This design comes from an exercise in tuning for small area, a short achievable clock period and few clock cycles per item on the open sky130 flow, not from production work.
Only simulation tests tie the RTL to the original design; equivalence was not proved.

==> inputs of ember <==
// matrix_alu
module matrix_alu (
    input wire clk,
    input wire rst_n,
    input wire [2:0] op_code,
    input wire start,
    input wire [199:0] matrix_a_flat,
    input wire [2:0] m_a,
    input wire [2:0] n_a,
    input wire [199:0] matrix_b_flat,
    input wire [2:0] m_b,
    input wire [2:0] n_b,
    input wire [7:0] scalar,
    output reg [399:0] result_flat,
    output reg [2:0] result_m,
    output reg [2:0] result_n,
    output reg done,
    output reg valid,
    output reg busy
);
localparam OP_TRANSPOSE = 3'd0;
localparam OP_SCALAR    = 3'd1;
localparam OP_ADD       = 3'd2;
localparam OP_MULTIPLY  = 3'd3;
wire a_ok  = m_a >= 3'd1 && m_a <= 3'd5 && n_a >= 3'd1 && n_a <= 3'd5;
wire b_ok  = m_b >= 3'd1 && m_b <= 3'd5 && n_b >= 3'd1 && n_b <= 3'd5;
reg  legal;
always @* begin
    case (op_code)
        OP_TRANSPOSE: legal = a_ok;
        OP_SCALAR:    legal = a_ok;
        OP_ADD:       legal = a_ok && m_a == m_b && n_a == n_b;
        OP_MULTIPLY:  legal = a_ok && b_ok && n_a == m_b;
        default:      legal = 1'b0;
    endcase
end
wire is_tr  = op_code == OP_TRANSPOSE;
wire is_sc  = op_code == OP_SCALAR;
wire is_add = op_code == OP_ADD;
wire is_mul = op_code == OP_MULTIPLY;
reg [2:0] k;
wire last  = (k == n_a - 3'd1);
wire multi = is_mul && legal && n_a != 3'd1;
wire first = !busy;
reg [7:0] ag [0:24];
reg [5:1] na_is;
integer r, c, nn, kk, ix;
always @* begin
    for (nn = 1; nn <= 5; nn = nn + 1)
        na_is[nn] = n_a == nn;
    for (r = 0; r < 5; r = r + 1)
        for (c = 0; c < 5; c = c + 1) begin
            ag[r*5+c] = 8'd0;
            for (nn = 1; nn <= 5; nn = nn + 1)
                if (c < nn)
                    ag[r*5+c] = ag[r*5+c] | (matrix_a_flat[(r*nn+c)*8 +: 8] & {8{na_is[nn]}});
        end
end
reg [7:0] va_n [0:4];
reg [7:0] vb_n [0:4];
reg [24:0] bsel [0:4];
always @* begin
    for (r = 0; r < 5; r = r + 1) begin
        va_n[r] = ag[r*5+4];
        for (kk = 0; kk < 3; kk = kk + 1)
            if (k == kk) va_n[r] = ag[r*5+kk+1];
    end
    for (c = 0; c < 5; c = c + 1) begin
        bsel[c] = 25'd0;
  ...
export LEC_CHECK = 0
export CAP_MARGIN = 30
export CORE_MARGIN = 2
export CORE_UTILIZATION = 40
export PLACE_DENSITY = 0.6
export SETUP_SLACK_MARGIN = 4
export SLEW_MARGIN = 30
export SYNTH_HIERARCHICAL = 1
create_clock -name core_clock -period 11.0 [get_ports {clk}]
standard.sh (not shown) runs the stock make flow with config.mk's settings and CLKGATE_MAP_FILE= SYNTH_SCRIPT=/design/flow/synth_recipe.tcl, a recipe that flattens the netlist after the stock synthesis.
==> flow/flow/run.sh <==
#!/bin/bash
# The standard layout (the standard.sh, all ORFS steps unchanged), except
# that buffer_ports buffers every input and output port with buf_1, the
# smallest buffer, instead of the delay buffer it picks on its own.
set -euo pipefail
export BUFFER_PORTS_ARGS="-buffer_cell sky130_fd_sc_hd__buf_1"
bash standard.sh > standard.log 2>&1
==> maple (differences from ember) <==
--- a/flow/design.v
+++ b/flow/design.v
@@ -36,25 +36,30 @@
 wire is_tr  = op_code == OP_TRANSPOSE;
 wire is_sc  = op_code == OP_SCALAR;
 wire is_add = op_code == OP_ADD;
 wire is_mul = op_code == OP_MULTIPLY;
 reg [2:0] k;
-wire last  = (k == n_a - 3'd1);
+reg [2:0] k1;    
+wire last  = (k1 == n_a);
 wire multi = is_mul && legal && n_a != 3'd1;
 wire first = !busy;
 reg [7:0] ag [0:24];
-reg [5:1] na_is;
+wire [5:1] na_is [0:4];
+genvar gd;
+generate
+for (gd = 0; gd < 5; gd = gd + 1) begin : nadec
+    dim_dec d (.n(n_a), .is(na_is[gd]));
+end
+endgenerate
 integer r, c, nn, kk, ix;
 always @* begin
-    for (nn = 1; nn <= 5; nn = nn + 1)
-        na_is[nn] = n_a == nn;
     for (r = 0; r < 5; r = r + 1)
         for (c = 0; c < 5; c = c + 1) begin
             ag[r*5+c] = 8'd0;
             for (nn = 1; nn <= 5; nn = nn + 1)
                 if (c < nn)
-                    ag[r*5+c] = ag[r*5+c] | (matrix_a_flat[(r*nn+c)*8 +: 8] & {8{na_is[nn]}});
+                    ag[r*5+c] = ag[r*5+c] | (matrix_a_flat[(r*nn+c)*8 +: 8] & {8{na_is[r][nn]}});
         end
 end
 reg [7:0] va_n [0:4];
 reg [7:0] vb_n [0:4];
 reg [24:0] bsel [0:4];
@@ -103,29 +108,32 @@
         assign z[15:8] = acc[gr*5+gc][15:8] & {8{is_mul && !first}};
         assign z[7:0]  = (acc[gr*5+gc][7:0] & {8{is_mul && !first}}) |
                          (matrix_b_flat[(gr*5+gc)*8 +: 8] & {8{is_add}}) |
                          (ag[gc*5+gr] & {8{is_tr}});
         wire [15:0] v;
-        mac_unit u (.x(x), .y(yc[gc]), .z(z), .v(v));
+        mac_unit u (.xn(~x), .yn(~yc[gc]), .z(z), .v(v));
         always @(posedge clk)
             acc[gr*5+gc] <= v;
     end
 end
 endgenerate
 always @(posedge clk or negedge rst_n) begin
     if (!rst_n) begin
         busy <= 1'b0;
         done <= 1'b0;
         k    <= 3'd0;
+        k1   <= 3'd1;
     end else if (busy) begin
         busy <= !last;
         done <= last;
-        k    <= last ? 3'd0 : k + 3'd1;
+        k    <= last ? 3'd0 : k1;
+        k1   <= last ? 3'd1 : k1 + 3'd1;
     end else begin
         busy <= start && multi;
         done <= start && !multi;
         k    <= (start && multi) ? 3'd1 : 3'd0;
+        k1   <= (start && multi) ? 3'd2 : 3'd1;
     end
 end
 reg [5:1] ps;    
 always @(posedge clk) begin
     valid    <= legal;
@@ -148,75 +156,82 @@
             end
         result_flat[e*16 +: 16] = {hi, lo};
     end
 end
 endmodule
-module mac_unit (input wire [7:0] x, input wire [7:0] y, input wire [15:0] z, output wire [15:0] v);
-wire pp0_0 = x[0] & y[0];
-wire pp0_1 = x[0] & y[1];
-wire pp0_2 = x[0] & y[2];
-wire pp0_3 = x[0] & y[3];
-wire pp0_4 = x[0] & y[4];
-wire pp0_5 = x[0] & y[5];
-wire pp0_6 = x[0] & y[6];
-wire pp0_7 = x[0] & y[7];
-wire pp1_0 = x[1] & y[0];
-wire pp1_1 = x[1] & y[1];
-wire pp1_2 = x[1] & y[2];
-wire pp1_3 = x[1] & y[3];
-wire pp1_4 = x[1] & y[4];
-wire pp1_5 = x[1] & y[5];
-wire pp1_6 = x[1] & y[6];
-wire pp1_7 = x[1] & y[7];
-wire pp2_0 = x[2] & y[0];
-wire pp2_1 = x[2] & y[1];
-wire pp2_2 = x[2] & y[2];
-wire pp2_3 = x[2] & y[3];
-wire pp2_4 = x[2] & y[4];
-wire pp2_5 = x[2] & y[5];
-wire pp2_6 = x[2] & y[6];
-wire pp2_7 = x[2] & y[7];
-wire pp3_0 = x[3] & y[0];
-wire pp3_1 = x[3] & y[1];
-wire pp3_2 = x[3] & y[2];
-wire pp3_3 = x[3] & y[3];
-wire pp3_4 = x[3] & y[4];
-wire pp3_5 = x[3] & y[5];
-wire pp3_6 = x[3] & y[6];
-wire pp3_7 = x[3] & y[7];
-wire pp4_0 = x[4] & y[0];
-wire pp4_1 = x[4] & y[1];
-wire pp4_2 = x[4] & y[2];
-wire pp4_3 = x[4] & y[3];
-wire pp4_4 = x[4] & y[4];
-wire pp4_5 = x[4] & y[5];
-wire pp4_6 = x[4] & y[6];
-wire pp4_7 = x[4] & y[7];
-wire pp5_0 = x[5] & y[0];
-wire pp5_1 = x[5] & y[1];
-wire pp5_2 = x[5] & y[2];
-wire pp5_3 = x[5] & y[3];
-wire pp5_4 = x[5] & y[4];
-wire pp5_5 = x[5] & y[5];
-wire pp5_6 = x[5] & y[6];
-wire pp5_7 = x[5] & y[7];
-wire pp6_0 = x[6] & y[0];
-wire pp6_1 = x[6] & y[1];
-wire pp6_2 = x[6] & y[2];
-wire pp6_3 = x[6] & y[3];
-wire pp6_4 = x[6] & y[4];
-wire pp6_5 = x[6] & y[5];
-wire pp6_6 = x[6] & y[6];
-wire pp6_7 = x[6] & y[7];
-wire pp7_0 = x[7] & y[0];
-wire pp7_1 = x[7] & y[1];
-wire pp7_2 = x[7] & y[2];
-wire pp7_3 = x[7] & y[3];
-wire pp7_4 = x[7] & y[4];
-wire pp7_5 = x[7] & y[5];
-wire pp7_6 = x[7] & y[6];
-wire pp7_7 = x[7] & y[7];
+module dim_dec (input wire [2:0] n, output wire [5:1] is);
+assign is[1] = n == 3'd1;
+assign is[2] = n == 3'd2;
+assign is[3] = n == 3'd3;
+assign is[4] = n == 3'd4;
+assign is[5] = n == 3'd5;
+endmodule
+module mac_unit (input wire [7:0] xn, input wire [7:0] yn, input wire [15:0] z, output wire [15:0] v);
+wire pp0_0 = ~(xn[0] | yn[0]);
+wire pp0_1 = ~(xn[0] | yn[1]);
+wire pp0_2 = ~(xn[0] | yn[2]);
+wire pp0_3 = ~(xn[0] | yn[3]);
+wire pp0_4 = ~(xn[0] | yn[4]);
+wire pp0_5 = ~(xn[0] | yn[5]);
+wire pp0_6 = ~(xn[0] | yn[6]);
+wire pp0_7 = ~(xn[0] | yn[7]);
+wire pp1_0 = ~(xn[1] | yn[0]);
+wire pp1_1 = ~(xn[1] | yn[1]);
+wire pp1_2 = ~(xn[1] | yn[2]);
+wire pp1_3 = ~(xn[1] | yn[3]);
+wire pp1_4 = ~(xn[1] | yn[4]);
+wire pp1_5 = ~(xn[1] | yn[5]);
+wire pp1_6 = ~(xn[1] | yn[6]);
+wire pp1_7 = ~(xn[1] | yn[7]);
+wire pp2_0 = ~(xn[2] | yn[0]);
+wire pp2_1 = ~(xn[2] | yn[1]);
+wire pp2_2 = ~(xn[2] | yn[2]);
+wire pp2_3 = ~(xn[2] | yn[3]);
+wire pp2_4 = ~(xn[2] | yn[4]);
+wire pp2_5 = ~(xn[2] | yn[5]);
+wire pp2_6 = ~(xn[2] | yn[6]);
+wire pp2_7 = ~(xn[2] | yn[7]);
+wire pp3_0 = ~(xn[3] | yn[0]);
+wire pp3_1 = ~(xn[3] | yn[1]);
+wire pp3_2 = ~(xn[3] | yn[2]);
+wire pp3_3 = ~(xn[3] | yn[3]);
+wire pp3_4 = ~(xn[3] | yn[4]);
+wire pp3_5 = ~(xn[3] | yn[5]);
+wire pp3_6 = ~(xn[3] | yn[6]);
+wire pp3_7 = ~(xn[3] | yn[7]);
+wire pp4_0 = ~(xn[4] | yn[0]);
+wire pp4_1 = ~(xn[4] | yn[1]);
+wire pp4_2 = ~(xn[4] | yn[2]);
+wire pp4_3 = ~(xn[4] | yn[3]);
+wire pp4_4 = ~(xn[4] | yn[4]);
+wire pp4_5 = ~(xn[4] | yn[5]);
+wire pp4_6 = ~(xn[4] | yn[6]);
+wire pp4_7 = ~(xn[4] | yn[7]);
+wire pp5_0 = ~(xn[5] | yn[0]);
+wire pp5_1 = ~(xn[5] | yn[1]);
+wire pp5_2 = ~(xn[5] | yn[2]);
+wire pp5_3 = ~(xn[5] | yn[3]);
+wire pp5_4 = ~(xn[5] | yn[4]);
+wire pp5_5 = ~(xn[5] | yn[5]);
+wire pp5_6 = ~(xn[5] | yn[6]);
+wire pp5_7 = ~(xn[5] | yn[7]);
+wire pp6_0 = ~(xn[6] | yn[0]);
+wire pp6_1 = ~(xn[6] | yn[1]);
+wire pp6_2 = ~(xn[6] | yn[2]);
+wire pp6_3 = ~(xn[6] | yn[3]);
+wire pp6_4 = ~(xn[6] | yn[4]);
+wire pp6_5 = ~(xn[6] | yn[5]);
+wire pp6_6 = ~(xn[6] | yn[6]);
+wire pp6_7 = ~(xn[6] | yn[7]);
+wire pp7_0 = ~(xn[7] | yn[0]);
+wire pp7_1 = ~(xn[7] | yn[1]);
+wire pp7_2 = ~(xn[7] | yn[2]);
+wire pp7_3 = ~(xn[7] | yn[3]);
+wire pp7_4 = ~(xn[7] | yn[4]);
+wire pp7_5 = ~(xn[7] | yn[5]);
+wire pp7_6 = ~(xn[7] | yn[6]);
+wire pp7_7 = ~(xn[7] | yn[7]);
 wire n1, n2;
 mac_ha hn1 (.a(pp0_5), .b(pp1_4), .s(n1), .co(n2));
 wire n3, n4;
 mac_fa fn3 (.a(pp0_6), .b(pp1_5), .c(pp2_4), .s(n3), .co(n4));
 wire n5, n6;
==> flow_summary.yaml <==
run_status:
  run_status: "timing/DRC/antenna clean"
final_layout:
  n_all_inverters: 357
  final_layout_size_suffix_gt1_share_pct: 24.2
route:
  first_pass_iters: 22
  viasPerCell: 6.97
setup_path:
  crit_path_start: "n_a[0]"
the above is filed under maple

==> flow_summary.yaml <==
route:
  first_pass_iters: 17
  viasPerCell: 7.13
final_layout:
  n_all_inverters: 346
  final_layout_size_suffix_gt1_share_pct: 18.8
power_and_ir_drop:
  power.share.sequential_pct: 30.0
grt:
  grt_pass1_wl_um: 784000
run_status:
  run_status: "timing/DRC/antenna clean"
the above is filed under ember

Testbench counts of ember, summed over its fixed seeds: cycles 2,909, ops 2,000.
Testbench counts of maple, summed over its fixed seeds: cycles 2,909, ops 2,000.

## what the ideal ports hide
In the flow no input, the clock included, has a driving cell. The finished layouts below were timed again as built, in two steps.
Step 1: set_driving_cell puts a clkbuf_16 on clk and a buf_2 on each other input, an assumption about the parent block.
Step 2 times the ports against the registers' clock, not the clock port: input delays grow and output delays shrink by t, the midpoint of the rising clock arrivals with the driver on.
Three values: no drivers, after step 1, after step 2; two values: the first two.
run	t (ns)	setup WS [ns]	worst setup path at the end	clock arrival spread, ns	worst register clock-pin slew, ns
ember	0.865	2.963 / 2.993 / 2.129	input to register	0.049 / 0.049	0.07 / 0.07
maple	0.891	3.375 / 3.207 / 2.317	input to register	0.072 / 0.073	0.07 / 0.07
After both steps every run listed still meets setup and hold. The setup slack of maple, which loses most, moves by -0.168 ns with the drivers and by -1.058 ns with both steps.
